Source: an optimization exercise on an open RTL-to-GDS flow (aim: a short achievable clock period and few clock cycles). Production flows keep margins and buffers that such runs may drop. Function was checked by simulation only, so behaviour that the tests miss may differ from the original. Power figures rest on the tool's default switching activity, not on a simulated workload.

## flow/flow/run.sh

```bash
#!/bin/bash
# The standard layout (the standard.sh: standard synthesis, ORFS floorplan to
# finish), with ORFS's timing repair aimed below the clock period, port buffers
# of a regular buffer cell, and sizing not tied to the cell footprint. The SDC
# and the clock period are unchanged.
set -euo pipefail
bash standard.sh SETUP_SLACK_MARGIN=9 TNS_END_PERCENT=100 MATCH_CELL_FOOTPRINT=0 \
  'BUFFER_PORTS_ARGS=-buffer_cell sky130_fd_sc_hd__buf_4' finish > standard_flow.log 2>&1
```

## flow/standard.sh

```bash
#!/bin/bash
# synth_recipe.tcl (not shown) runs the flow's synth.tcl, then flattens the netlist and writes it again
# the make line also repeats each setting of config.mk as NAME=value (left out here)
make -C /OpenROAD-flow-scripts/flow DESIGN_CONFIG=/design/flow/config.mk WORK_HOME=/design/flow/orfs CLKGATE_MAP_FILE= SYNTH_SCRIPT=/design/flow/synth_recipe.tcl "${@:-finish}"
```

## flow/config.mk

```make
export PLATFORM = sky130hd
export DESIGN_NAME = Top
export DESIGN_NICKNAME = Top
export VERILOG_FILES = /design/flow/design.v
export SDC_FILE = /design/flow/constraint.sdc
export NUM_CORES = 4
export LEC_CHECK = 0
export CAP_MARGIN = 20
export CORE_MARGIN = 2
export CORE_UTILIZATION = 50
export SLEW_MARGIN = 20
```

## flow/constraint.sdc

```tcl
create_clock -name core_clock -period 13.0 [get_ports {clk}]
set_input_delay 2.6000 -clock core_clock [delete_from_list [all_inputs] [get_ports {clk}]]
set_output_delay 2.6000 -clock core_clock [all_outputs]
set_load 0.01 [all_outputs]
```

## flow/design.v

```verilog
module Top(
    input clk, rst,
    input forwardingEn,
    output [31:0] instAddr,
    input [31:0] instData,
    output wbValid,
    output [3:0] wbDest,
    output [31:0] wbData,
    input [15:0] SRAM_DQ_in,
    output [15:0] SRAM_DQ_out,
    output [17:0] SRAM_ADDR,
    output SRAM_UB_N,
    output SRAM_LB_N,
    output SRAM_WE_N,
    output SRAM_CE_N,
    output SRAM_OE_N
);
    localparam CN = 16;              
    assign {SRAM_UB_N, SRAM_LB_N, SRAM_CE_N, SRAM_OE_N} = 4'b0000;
    localparam R_ARI = 3'd0, R_AND = 3'd1, R_ORR = 3'd2, R_EOR = 3'd3,
               R_MOV = 3'd4, R_MVN = 3'd5;
    function condPass(input [3:0] c, input [3:0] f);
        reg n, z, cf, v;
        begin
            {n, z, cf, v} = f;
            case (c)
                4'b0000: condPass = z;
                4'b0001: condPass = ~z;
                4'b0010: condPass = cf;
                4'b0011: condPass = ~cf;
                4'b0100: condPass = n;
                4'b0101: condPass = ~n;
                4'b0110: condPass = v;
                4'b0111: condPass = ~v;
                4'b1000: condPass = cf & ~z;
                4'b1001: condPass = ~cf | z;
                4'b1010: condPass = (n == v);
                4'b1011: condPass = (n != v);
                4'b1100: condPass = ~z & (n == v);
                4'b1101: condPass = z & (n != v);
                4'b1110: condPass = 1'b1;
                default: condPass = 1'b0;
            endcase
        end
    endfunction
    function [32:0] ksCarry(input [32:0] g, input [32:0] p);
        integer l, j;
        reg [32:0] gg, pp, ng, np;
        begin
            gg = g; pp = p;
            for (l = 1; l < 33; l = l * 2) begin
                ng = gg; np = pp;
                for (j = l; j < 33; j = j + 1) begin
                    ng[j] = gg[j] | (pp[j] & gg[j-l]);
                    np[j] = pp[j] & pp[j-l];
                end
                gg = ng; pp = np;
            end
            ksCarry = gg;
        end
    endfunction
    reg [31:0] pc;
    reg [31:0] ir, pcD;
    reg vD, dPred;       
    reg [3:0] irRs2;     
    reg [31:0] rdA, rdR;     
    reg vE;
    reg [3:0] eCond, eDest;
    reg eS, eWb, eLoad, eStore, eBr, ePred;
    reg [2:0] eRes;
    reg eSub, eUseC, eArith;
    reg [31:0] eA, eR, eB, eTgt, eP4;
    reg eFwdMA, eFwdWA, eFwdMR, eFwdWR, eFwdMB, eFwdWB;
    reg ePre, eEq, eLogN, eLogZ;
    reg eLoIss;              
    reg [16:0] eEW;          
    reg mWbV, mLoad, mStore;
    reg [3:0] mDest;
    reg [31:0] mRes, mSD;
    reg wV;              
    reg [3:0] wDest;
    reg [31:0] wData;
    reg oV;
    reg [3:0] oDest;
    reg [31:0] oData;
    reg fN_q, fC_q, fV_q, zReg, zPend;
    wire zNow = zPend ? (mRes == 32'd0) : zReg;
    wire [3:0] flags = {fN_q, zNow, fC_q, fV_q};
    reg [31:0] rf [0:14];
    reg [14:0] rfW;      
    assign instAddr = pc;
    assign wbValid = oV;
    assign wbDest = oDest;
    assign wbData = oData;
    wire memStall;
    wire idStall;
    wire eExecWb;
    wire [3:0] fCond = instData[31:28];
    wire [3:0] fRs2 = (instData[27:26] == 2'b01 && !instData[20]) ? instData[15:12] : instData[3:0];
    wire fIsBr = (instData[27:26] == 2'b10);
    wire fStable = ~(vE & eS) & ~(vD & dS);
    wire fNear = (instData[23:7] == 17'h00000) | (instData[23:7] == 17'h1ffff);
    reg [31:0] fTab;
    integer fk;
    always @(*) begin
        for (fk = 0; fk < 16; fk = fk + 1) begin
            fTab[fk] = fStable ? condPass(fk[3:0], flags) : (fk == 14);           
            fTab[fk + 16] = fStable ? condPass(fk[3:0], flags) : (fk != 15);      
        end
    end
    wire fTaken = fIsBr & fNear & fTab[{instData[23], fCond}];
    wire [7:0] fLow = pc[9:2] + instData[7:0] + 8'd1;
    wire [31:0] fTarget = {pc[31:10], fLow, pc[1:0]};
    wire [3:0] dCond = ir[31:28];
    wire [1:0] dMode = ir[27:26];
    wire dI = ir[25];
    wire [3:0] dOpc = ir[24:21];
    wire dSb = ir[20];
    wire [3:0] dRn = ir[19:16];
    wire [3:0] dRd = ir[15:12];
    wire dIsDP = (dMode == 2'b00);
    wire dIsMem = (dMode == 2'b01);
    wire dIsBr = (dMode == 2'b10);
    wire dLoad = dIsMem & dSb;
    wire dStore = dIsMem & ~dSb;
    wire [3:0] dRs2 = irRs2;      
    reg [2:0] dRes;
    reg dSub, dUseC, dArith, dUsesA;
    always @(*) begin
        dRes = R_MOV; dSub = 1'b0; dUseC = 1'b0; dArith = 1'b0; dUsesA = 1'b1;
        if (dIsMem) begin
            dRes = R_ARI; dArith = 1'b1;
        end else begin
            case (dOpc)
                4'b0100: begin dRes = R_ARI; dArith = 1'b1; end                         
                4'b0101: begin dRes = R_ARI; dArith = 1'b1; dUseC = 1'b1; end           
                4'b0010, 4'b1010: begin dRes = R_ARI; dArith = 1'b1; dSub = 1'b1; end   
                4'b0110: begin dRes = R_ARI; dArith = 1'b1; dSub = 1'b1; dUseC = 1'b1; end  
                4'b0000, 4'b1000: dRes = R_AND;                                          
                4'b1100: dRes = R_ORR;
                4'b0001: dRes = R_EOR;
                4'b1111: begin dRes = R_MVN; dUsesA = 1'b0; end
                default: begin dRes = R_MOV; dUsesA = 1'b0; end                          
            endcase
        end
    end
    wire dWb = (dIsDP & ~(dOpc == 4'b1010 || dOpc == 4'b1000 || dOpc == 4'b0011)) | dLoad;
    wire dS = dIsDP & dSb;
    wire useA = vD & (dIsMem | (dIsDP & dUsesA));
    wire useR = vD & ((dIsDP & ~dI) | dStore);
    function [31:0] rfRead(input [3:0] r);
        rfRead = (r == 4'd15) ? 32'd0 : (rfW[r] ? rf[r] : {28'd0, r});
    endfunction
    wire mAluWb = mWbV & ~mLoad;
    wire [31:0] dA = (mAluWb && mDest == dRn) ? mRes : (wV && wDest == dRn) ? wData : rdA;
    wire [31:0] dR = (mAluWb && mDest == dRs2) ? mRes : (wV && wDest == dRs2) ? wData : rdR;
    wire [63:0] dRotD = {24'd0, ir[7:0], 24'd0, ir[7:0]} >> {ir[11:8], 1'b0};
    wire [31:0] dMemImm = {{20{ir[11]}}, ir[11:0]} - 32'd1024;
    wire [31:0] dImm = dIsMem ? dMemImm : dRotD[31:0];
    wire [1:0] dShT = ir[6:5];
    wire [4:0] dShA = ir[11:7];
    reg [31:0] dShv;
    wire [63:0] dRorD = {dR, dR} >> dShA;
    always @(*) begin
        case (dShT)
            2'b00: dShv = dR << dShA;
            2'b01: dShv = dR >> dShA;
            2'b10: dShv = $signed(dR) >>> dShA;
            default: dShv = dRorD[31:0];
        endcase
    end
    wire dUseImm = dI | dIsMem;
    wire [31:0] dB = dUseImm ? dImm : dShv;
    wire dShifted = dIsDP & ~dI & (dShA != 5'd0);
    wire dFwdMA = eExecWb & (eDest == dRn);
    wire dFwdMR = eExecWb & (eDest == dRs2);
    wire dFwdWA = mWbV & mLoad & (mDest == dRn) & (mDest != 4'd15);
    wire dFwdWR = mWbV & mLoad & (mDest == dRs2) & (mDest != 4'd15);
    wire dFwdMB = dFwdMR & ~dUseImm;
    wire dFwdWB = dFwdWR & ~dUseImm;
    wire dEarly = vD & dLoad & ~dFwdMA & ~dFwdWA;
    wire [18:0] dEA = dA[18:0] + dMemImm[18:0];
    wire dPre = dUseImm & ~dFwdMA & ~dFwdWA;
    reg [31:0] dLres;
    always @(*) begin
        case (dRes)
            R_AND: dLres = dA & dImm;
            R_ORR: dLres = dA | dImm;
            R_EOR: dLres = dA ^ dImm;
            R_MVN: dLres = ~dImm;
            default: dLres = dImm;
        endcase
    end
    reg fwdEn;
    always @(posedge clk) fwdEn <= forwardingEn;
    wire hzE = vE & (eLoad | (~fwdEn & eWb));
    wire hzM = ~fwdEn & mWbV;
    assign idStall = (useA & ((hzE & eDest == dRn) | (hzM & mDest == dRn))) |
                     (useR & ((hzE & eDest == dRs2) | (hzM & mDest == dRs2))) |
                     (vD & dShifted & (dFwdMR | dFwdWR));
    wire [31:0] dPcP4 = pcD + 32'd4;
    wire [29:0] dOff = {{6{ir[23]}}, ir[23:0]};
    wire [32:0] dCy = ksCarry({3'b0, pcD[31:2] & dOff, 1'b1}, {3'b0, pcD[31:2] ^ dOff, 1'b0});
    wire [31:0] dTarget = {pcD[31:2] ^ dOff ^ dCy[29:0], pcD[1:0]};
    wire dStable = ~(vE & eS) | ~ePass;
    wire dLogicS = ~eArith & ePre;
    wire dZSub = eSub & ~eUseC & ePre & (dCond[3:1] == 3'b000);    
    wire [3:0] eFlagsLogic = {eLogN, eLogZ, 2'b00};
    wire [3:0] eFlagsZSub = {flags[3], eEq, flags[1:0]};
    wire dPredF = dStable ? condPass(dCond, flags) :
                  dLogicS ? condPass(dCond, eFlagsLogic) :
                  dZSub ? condPass(dCond, eFlagsZSub)
                          : (dCond == 4'b1110 || (ir[23] && dCond != 4'b1111));
    wire [8:0] dLow = {1'b0, pcD[9:2]} + {1'b0, ir[7:0]} + 9'd1;
    wire dPageX = (dLow[8] != ir[7]);
    wire idRedirect = vD & dIsBr & ((dPredF != dPred) | (dPred & dPageX));
    wire [31:0] idRedirPc = dPredF ? dTarget : dPcP4;
    wire [31:0] fa = eFwdMA ? mRes : eFwdWA ? wData : eA;
    wire [31:0] fr = eFwdMR ? mRes : eFwdWR ? wData : eR;
    wire [31:0] bx = eFwdMB ? (mRes ^ {32{eSub}}) : eFwdWB ? (wData ^ {32{eSub}}) : eB;
    wire cin = eUseC ? flags[1] : eSub;
    wire [32:0] kc = ksCarry({fa & bx, cin}, {fa ^ bx, 1'b0});
    wire [31:0] px = fa ^ bx;
    wire [32:0] sum = {kc[32], px ^ kc[31:0]};
    reg [31:0] res;
    reg [31:0] lres;     
    always @(*) begin
        case (eRes)
            R_AND: lres = fa & bx;       
            R_ORR: lres = fa | bx;
            R_EOR: lres = fa ^ bx;
            R_MVN: lres = ~bx;
            default: lres = bx;
        endcase
    end
    always @(*) begin
        res = (eRes == R_ARI) ? sum[31:0] : lres;
    end
    wire fN = res[31];
    wire fC = eArith & (sum[32] ^ eSub);
    wire fV = eArith & (kc[31] ^ kc[32]);    
    wire ePass = condPass(eCond, flags);
    wire eExec = vE & ePass;
    assign eExecWb = eExec & eWb;
    wire exRedirect = vE & eBr & (ePass ^ ePred) & ~memStall;
    wire [31:0] exRedirPc = ePass ? eTgt : eP4;
    wire exLoadGo = eExec & eLoad & ~memStall;    
    reg [31:0] cData [0:CN-1];
    reg [16:0] cTag [0:CN-1];        
    reg [CN-1:0] cValid;
    reg [3:0] cPtr;                  
    wire [16:0] mWord = mRes[18:2];
    reg [CN-1:0] cMatch;
    reg [31:0] cHitData;
    integer ci;
    always @(*) begin
        cHitData = 32'd0;
        for (ci = 0; ci < CN; ci = ci + 1) begin
            cMatch[ci] = cValid[ci] & (cTag[ci] == mWord);
            cHitData = cHitData | ({32{cMatch[ci]}} & cData[ci]);
        end
    end
    wire hit = |cMatch;
    localparam SBN = 4;
    reg [16:0] sbAddr [0:SBN-1];
    reg [31:0] sbData [0:SBN-1];
    reg [1:0] sbHead, sbTail;
    reg [2:0] sbCount;
    reg wrHalf;
    wire sbFull = (sbCount == SBN);
    reg [SBN-1:0] sbValid;
    reg conflict;
    integer k;
    always @(*) begin
        conflict = 1'b0;
        for (k = 0; k < SBN; k = k + 1)
            if (sbValid[k] && sbAddr[k] == mWord)
                conflict = 1'b1;
    end
    reg [1:0] ldStep;
    reg specLo;           
    reg mEarly;           
    reg [15:0] loLatch;
    wire ldMiss0 = mLoad & (ldStep == 2'd0) & ~hit;
    wire ldEarlyMiss = ldMiss0 & mEarly & ~conflict & ~ldWait;
    assign memStall = (ldMiss0) | (mLoad & (ldStep == 2'd1 || ldStep == 2'd2)) |
                      (mStore & sbFull);
    wire ldDone = mLoad & ((ldStep == 2'd0 & hit) | ldStep == 2'd3);
    wire [31:0] ldData = (ldStep == 2'd3) ? {SRAM_DQ_in, loLatch} : cHitData;
    wire cFill = mLoad & (ldStep == 2'd3);
    wire cWr = sbPush | cFill;
    wire [31:0] cWrData = sbPush ? mSD : ldData;
    wire [CN-1:0] cWrSel = hit ? cMatch : ({{(CN-1){1'b0}}, 1'b1} << cPtr);
    wire ldIssue0 = ldMiss0 & ~conflict & ~ldWait & ~mEarly;   
    wire ldPortReq = ldIssue0 | (ldStep == 2'd1);
    wire ldPortHi = (ldIssue0 & specLo) | (ldStep == 2'd1);
    wire sbPush = mStore & ~sbFull;
    reg ldWait;
    wire portFree = ~ldWait & ~(mStore & sbFull);
    wire eHiReq = vE & eLoad & eLoIss & portFree;
    wire exLoadCand = vE & eLoad & ~eLoIss & portFree;
    wire dLoReq = dEarly & portFree;
    wire dLoGrant = dLoReq & ~ldPortReq & ~eHiReq & ~exLoadCand;
    wire ldReserve = (mLoad & (ldStep == 2'd0) & ~ldWait & ~mEarly) | (ldStep == 2'd1);
    wire drain = ~ldReserve & ~eHiReq & ~exLoadCand & ~dLoReq & (sbCount != 0);
    wire sbPop = drain & wrHalf;
    reg [17:0] sAddr;
    reg [15:0] sDq;
    reg sWe;             
    assign SRAM_ADDR = sAddr;
    assign SRAM_DQ_out = sDq;
    assign SRAM_WE_N = ~sWe;
    always @(posedge clk or posedge rst) begin
        if (rst) begin
            sWe <= 1'b0;
            wrHalf <= 1'b0;
            ldStep <= 2'd0;
            specLo <= 1'b0;
            mEarly <= 1'b0;
            ldWait <= 1'b0;
            sbHead <= 2'd0;
            sbTail <= 2'd0;
            sbCount <= 3'd0;
            sbValid <= {SBN{1'b0}};
        end else begin
            specLo <= 1'b0;
            sWe <= 1'b0;
            ldWait <= ldMiss0 & conflict;
            if (!memStall) mEarly <= eExec & eLoad & eLoIss;
            else if (ldMiss0 & conflict) mEarly <= 1'b0;
            specLo <= exLoadGo & ~eLoIss;
            if (drain) begin
                sWe <= 1'b1;
                wrHalf <= ~wrHalf;
            end
            if (mLoad) begin
                case (ldStep)
                    2'd0: if (ldEarlyMiss) ldStep <= 2'd3;
                          else if (ldIssue0) ldStep <= specLo ? 2'd2 : 2'd1;
                    2'd1: ldStep <= 2'd2;
                    2'd2: ldStep <= 2'd3;
                    default: ldStep <= 2'd0;
                endcase
            end
            if (sbPop) begin
                sbHead <= sbHead + 2'd1;
                sbValid[sbHead] <= 1'b0;
            end
            if (sbPush) begin
                sbTail <= sbTail + 2'd1;
                sbValid[sbTail] <= 1'b1;
            end
            sbCount <= sbCount + {2'd0, sbPush} - {2'd0, sbPop};
        end
    end
    always @(posedge clk) begin
        if (ldPortReq) begin
            sAddr <= {mWord, ldPortHi};
        end else if (eHiReq) begin
            sAddr <= {eEW, 1'b1};
        end else if (exLoadCand) begin
            sAddr <= {res[18:2], 1'b0};
        end else if (dLoReq) begin
            sAddr <= {dEA[18:2], 1'b0};
        end else if (sbCount != 0) begin
            sAddr <= {sbAddr[sbHead], wrHalf};
        end else begin
            sAddr <= {sbAddr[sbHead], wrHalf};    
        end
        sDq <= wrHalf ? sbData[sbHead][31:16] : sbData[sbHead][15:0];
        if ((mLoad && ldStep == 2'd2) || ldEarlyMiss) loLatch <= SRAM_DQ_in;
        if (sbPush) begin
            sbAddr[sbTail] <= mWord;
            sbData[sbTail] <= mSD;
        end
        for (ci = 0; ci < CN; ci = ci + 1)
            if (cWr && cWrSel[ci]) begin
                cData[ci] <= cWrData;
                cTag[ci] <= mWord;
            end
    end
    always @(posedge clk or posedge rst) begin
        if (rst) begin
            cValid <= {CN{1'b0}};
            cPtr <= 4'd0;
        end else if (cWr) begin
            cValid <= cValid | cWrSel;
            cPtr <= cPtr + 4'd1;
        end
    end
    wire [31:0] pcP4 = pc + 32'd4;
    always @(posedge clk or posedge rst) begin
        if (rst) begin
            pc <= 32'd0;
            vD <= 1'b0;
            vE <= 1'b0;
            mWbV <= 1'b0;
            mLoad <= 1'b0;
            mStore <= 1'b0;
            wV <= 1'b0;
            oV <= 1'b0;
            fN_q <= 1'b0;
            fC_q <= 1'b0;
            fV_q <= 1'b0;
            zReg <= 1'b0;
            zPend <= 1'b0;
        end else begin
            if (exRedirect) begin
                pc <= exRedirPc;
                vD <= 1'b0;
            end else if (!(memStall || idStall)) begin
                if (idRedirect) begin
                    pc <= idRedirPc;
                    vD <= 1'b0;
                end else begin
                    pc <= fTaken ? fTarget : pcP4;
                    vD <= 1'b1;
                end
            end
            if (!memStall) vE <= vD & ~idStall & ~exRedirect;
            if (!memStall) begin
                mWbV <= eExec & eWb;
                mLoad <= eExec & eLoad;
                mStore <= eExec & eStore;
            end
            if (!memStall) begin
                if (eExec && eS) begin
                    {fN_q, fC_q, fV_q} <= {fN, fC, fV};
                    zPend <= 1'b1;
                end else begin
                    zReg <= zNow;
                    zPend <= 1'b0;
                end
            end
            wV <= mWbV & ~memStall & (mDest != 4'd15);
            oV <= mWbV & ~memStall;
        end
    end
    always @(posedge clk) begin
        if (!(memStall || idStall) && !exRedirect) begin
            ir <= instData;
            irRs2 <= fRs2;
            pcD <= pc;
            dPred <= fTaken;
            rdA <= (wV && wDest == instData[19:16]) ? wData : rfRead(instData[19:16]);
            rdR <= (wV && wDest == fRs2) ? wData : rfRead(fRs2);
        end else begin
            if (wV && wDest == dRn) rdA <= wData;
            if (wV && wDest == dRs2) rdR <= wData;
        end
        if (!memStall) begin
            eCond <= dCond;
            eDest <= dRd;
            eS <= dS;
            eWb <= dWb;
            eLoad <= dLoad;
            eStore <= dStore;
            eBr <= dIsBr;
            ePred <= dPredF;
            eRes <= dRes;
            eSub <= dSub;
            eUseC <= dUseC;
            eArith <= dArith;
            eA <= dA;
            eR <= dR;
            eB <= dSub ? ~dB : dB;
            ePre <= dPre;
            eLoIss <= dLoGrant;
            eEW <= dEA[18:2];
            eEq <= (dA == dImm);
            eLogN <= dLres[31];
            eLogZ <= (dLres == 32'd0);
            eFwdMA <= dFwdMA;
            eFwdWA <= dFwdWA;
            eFwdMR <= dFwdMR;
            eFwdWR <= dFwdWR;
            eFwdMB <= dFwdMB;
            eFwdWB <= dFwdWB;
            eTgt <= dTarget;
            eP4 <= dPcP4;
        end else begin
            eA <= fa;
            eR <= fr;
            eB <= bx;
            eLoIss <= 1'b0;
            eFwdMA <= 1'b0;
            eFwdWA <= 1'b0;
            eFwdMR <= 1'b0;
            eFwdWR <= 1'b0;
            eFwdMB <= 1'b0;
            eFwdWB <= 1'b0;
        end
        if (!memStall) begin
            mDest <= eDest;
            mRes <= res;
            mSD <= fr;
        end
        if (mWbV && !memStall) begin
            wDest <= mDest;
            wData <= mLoad ? ldData : mRes;
        end
        oDest <= mDest;
        oData <= mLoad ? ldData : mRes;
    end
    always @(posedge clk) begin
        if (wV) rf[wDest] <= wData;
    end
    always @(posedge clk or posedge rst) begin
        if (rst) rfW <= 15'd0;
        else if (wV) rfW[wDest] <= 1'b1;
    end
endmodule
```

==> impl_results.md <==
- Status: complete, no violations
- CP endpoint kind: register
- CORE AREA: 209400 sq um
- DR vias: 85948
- Final net count: 9756
- GRT Total Usage: 40.29%
- Max rail drop VDD: 0.1810 mV
- Grt total ovfl: 0
- Synthesized-area fraction occupied by ao, oa, aoi and oai cells: 12.70%
- Clock root buffer: clkbuf_16
- Cts-stage hold buffer count: 0
- Fraction of layout instances using a drive strength above 1: 27.53%
- CP delay by family, top: buffers and inverters
- Post-synthesis mux area share: 8.274%
- Non-filler instance count after layout: 12495
- Number of antenna violations at the first check in global routing: 39
- Most common cell after layout, fill and taps aside: edfxtp_1
- Overall power: 0.03536 W
- Most area-consuming cells after synthesis: edfxtp_1 50%, dfxtp_1 4.7%, nand2_1 4.2%
- Min cycle time layout: 4.784 ns
- Sequential standard cell area: 60050 sq um
- Register area share after synthesis: 57.00%
- Die area: 214000 sq um
- Area share of xor/xnor cells in the synthesized design: 4.579%
- Main combinational cell family by area after synthesis: compound AO/OA/AOI/OAI gates
- Flip-flop and latch count after synthesis: 2094
- Multi-input logic area: 48200 sq um
- Static Leakage: 47.33 nW
- Buffers and inverters on the worst path: 12
- Critical Path Max Stage Delay: 0.54 ns
- Worst clock skew on the final layout: 0.07501 ns
- Buffer depth of the longest clock path: 3
- Pins over their slew limit: 0
- Worst-Skew Late Latency: 0.90 ns
- Number of DRC markers in iteration 0: 13316
- Critical path startpoint category: register
- Via count of the first global-routing pass: 78141
- Yosys warning count: 3
- Most common cell on crit path: buf_6
- Min-delay worst type: register to register
- DP Wirelength: 268300 um
- Share of async-settable or async-resettable flops after synthesis: 4.632%
- Max-capacitance violation count: 0
- Total standard cell area after synthesis: 105200 sq um
- Starting density of the core: 50.23%
- Synthesized-area fraction occupied by adder cells: 2.694%
- Worst endpoint required time: 13.76 ns
- Number of buffer cells added on primary ports: 154
- Leading cell types in the layout, fill and taps excluded: 1752 x edfxtp_1, 1089 x nand2_1, 631 x buf_4
- Fin crit share: 36.80%
- Number of remaining DRC errors: 0
- Post-layout util: 62.92%
- Wire length of the first global-routing pass: 614500 um
- Headroom to the max-slew limit: 14.31%
- Setup Slack @ Placement: 6.163 ns
- Cts bufs inserted: 216
- Wire length reported by the detailed router: 458400 um
- Number of fill cells in the layout: 16202
- Area leader, netlist: edfxtp_1
- RSZ-0062 raised after global routing: true
- Setup CP Type: register to register
- Timing-limited maximum frequency: 0.2090 GHz
- Post-Syn Instances: 8840
- Distinct cell type count of the synthesized netlist: 112
- Finish-stage setup viols: 0
- Top FF cell, synth: edfxtp_1
- Number of synthesized flops with an enable pin: 1752
- Maximum number of pins on one net before global-route repair: 122
- Dpl cells: 11431
- Power per cell area: 268.4 nW/um^2
- Floorplan die height: 462.6 um
- Setup slack after layout: 8.216 ns
- Area growth from synthesis to layout: 25.26%
- Transition at the pin with the smallest max-transition slack: 1.272 ns
- Max Fanout on Critical Path: 5
- CP max stage cell: o31ai_4
- Aggregate negative setup slack: 0 ns
- CTS H-Tree Depth: 4
- Via count normalized by instance count: 6.879
- First drt pass iteration count: 9
- Die span in x: 462.6 um
- Top cell type's share of synthesized area: 50.03%
- Clock tree from TritonCTS: built
- Critical path data arrival time: 5.55 ns
- Clock sink total: 2094
- Area fraction in and, or, nand and nor cells after synthesis: 11.44%
- Cell row count: 168
- Register clock-pin slew on the reported worst setup and hold paths: 0.06 ns
- Antenna-violating nets left: 0
- I/O pins: 159
- Per-instance average area after synthesis: 11.90 sq um
- Final-report hold violation count: 0
- WL per Instance: 36.69 um
- Routability Congestion: 1.040
- Cells along the critical path: buf_6 -> nor4_4 -> nand4_1 -> o31ai_4 -> buf_6 -> mux2i_1 -> a211o_1 -> nand3_4 -> buf_12 -> nand2b_4 -> nand4_1 -> buf_4 -> buf_6 -> buf_6 -> buf_6 -> buf_6 -> buf_6 -> buf_6 -> buf_8 -> clkbuf_16 -> mux2i_1 -> o21ai_1 -> mux2_4
[cell type report]
cell class	count	area share, %
timing repair buffer	1038	8.862
clock buffer	301	4.537
clock inverter	109	0.9394
sequential	2094	45.58
timing repair inverter	7	0.05604
tap	2805	2.664
inverter	224	0.7361
multi-input combinational	5900	36.59
antenna	17	0.03230
[stage by stage]
| step | instance area (sq um) | hold WS [ns] |
|---|---|---|
| 2_1_floorplan | 106200 | 0.4244 |
| 3_3_place_gp | 110100 | 0.4419 |
| 3_5_place_dp | 110100 | 0.4447 |
| 4_1_cts | 126000 | 0.4630 |
| 5_1_grt | 131700 | 0.4802 |
| 6_report | 131700 | 0.4559 |
[state kept, by name (all words and copies together), names as in the netlist, 18 cells and up, named ones only]
signal / flops
cData: 512
cTag: 272
eR: 32
sbData: 128
eA: 32
sbAddr: 68
rf: 480
mRes: 32
eP4: 32
pcD: 32
oData: 32
eTgt: 30
wData: 32
sAddr: 18
pc: 32
rdA: 32
mSD: 32
rdR: 32
ir: 32
eB: 32
[worst paths after layout]
kind,from,to,slack [ns],cells past startpoint
worst max-delay path,mRes[10],sAddr[14],8.22,23
worst min-delay path,pcD[1],eP4[1],0.46,0
worst max register to register,mRes[10],sAddr[14],8.22,23
worst min register to register,pcD[1],eP4[1],0.46,0
max in group asynchronous,rst,wV,9.89,3
min in group asynchronous,rst,cValid[1],1.74,2
[kinds of logic (layout without fill, tap and decap cells)]
family / count (synthesis) / count (layout)
XOR/XNOR: 549 / 549
AND/OR/NAND/NOR: 2591 / 2600
flip-flops: 2094 / 2094
AO/OA/AOI/OAI: 1895 / 1896
other: 1 / 21
buffers and inverters: 859 / 1679
multiplexers: 627 / 627
adder cells (fa/ha/maj): 224 / 224
[report_power, final]
group          leakage, nW  switching, W  internal, W  total, W
Sequential            19.5       0.00105      0.00896    0.0100
Combinational         24.4        0.0118      0.00725    0.0190
Clock                 3.47       0.00278      0.00357   0.00635
Total                 47.3        0.0156       0.0198    0.0354
[layer usage]
layer  global-route usage, %  up-vias  wire length, um
met4                   19.69       14            28030
met2                   57.52     6363           191200
li1                        -    35004                -
met1                   57.43    43351           179800
met5                       0        -               80
met3                   9.963     1216            59340
[synthesized netlist by cell type, drive strengths merged, types with 152 or more instances]
master  number
a21oi      368
a221oi     153
a22o       152
buf        210
clkbuf     425
dfxtp      245
edfxtp    1752
ha         220
inv        215
mux2i      313
mux4       179
nand2     1166
nand3      267
nand4      200
nor2       422
o21ai      350
xnor2      402
[timing repair]
| item | 4_1_cts | 5_1_grt |
|---|---|---|
| cloned | 67 | 31 |
| resized for setup | 1113 | 690 |
| buffers inserted | 345 | 194 |
| pin swaps | 193 | 340 |
| endpoints found under the hold margin | 0 | 0 |
| endpoints found under the setup margin | 2003 | 1418 |
Testbench counts, summed over its fixed seeds: cycles 18,224.

==> static timing again, ports no longer ideal <==
No port has a modelled driver above. Below, the same layout with a new extraction and two added sets of constraints. Step 1 sets driving cells, clkbuf_16 on the clock port and buf_2 on the other inputs (assumed; they add their load-dependent delay and slew). Step 2 also shifts input and output timing later by t, the mid clock arrival at the registers, as if the neighbouring blocks saw the same clock. a / b / c = ideal / step 1 / step 2; a / b = the first two.
shift t [ns]: 0.969
setup WS [ns]: 8.216 / 8.216 / 7.521
worst setup path at the end: input to register
worst slew at a driven data input, ns: 0.27
pins driven straight from the clock port: 1
After both steps setup and hold are still met in this run. The setup slack of this run moves by 0.000 ns with the drivers and by -0.695 ns with both steps.
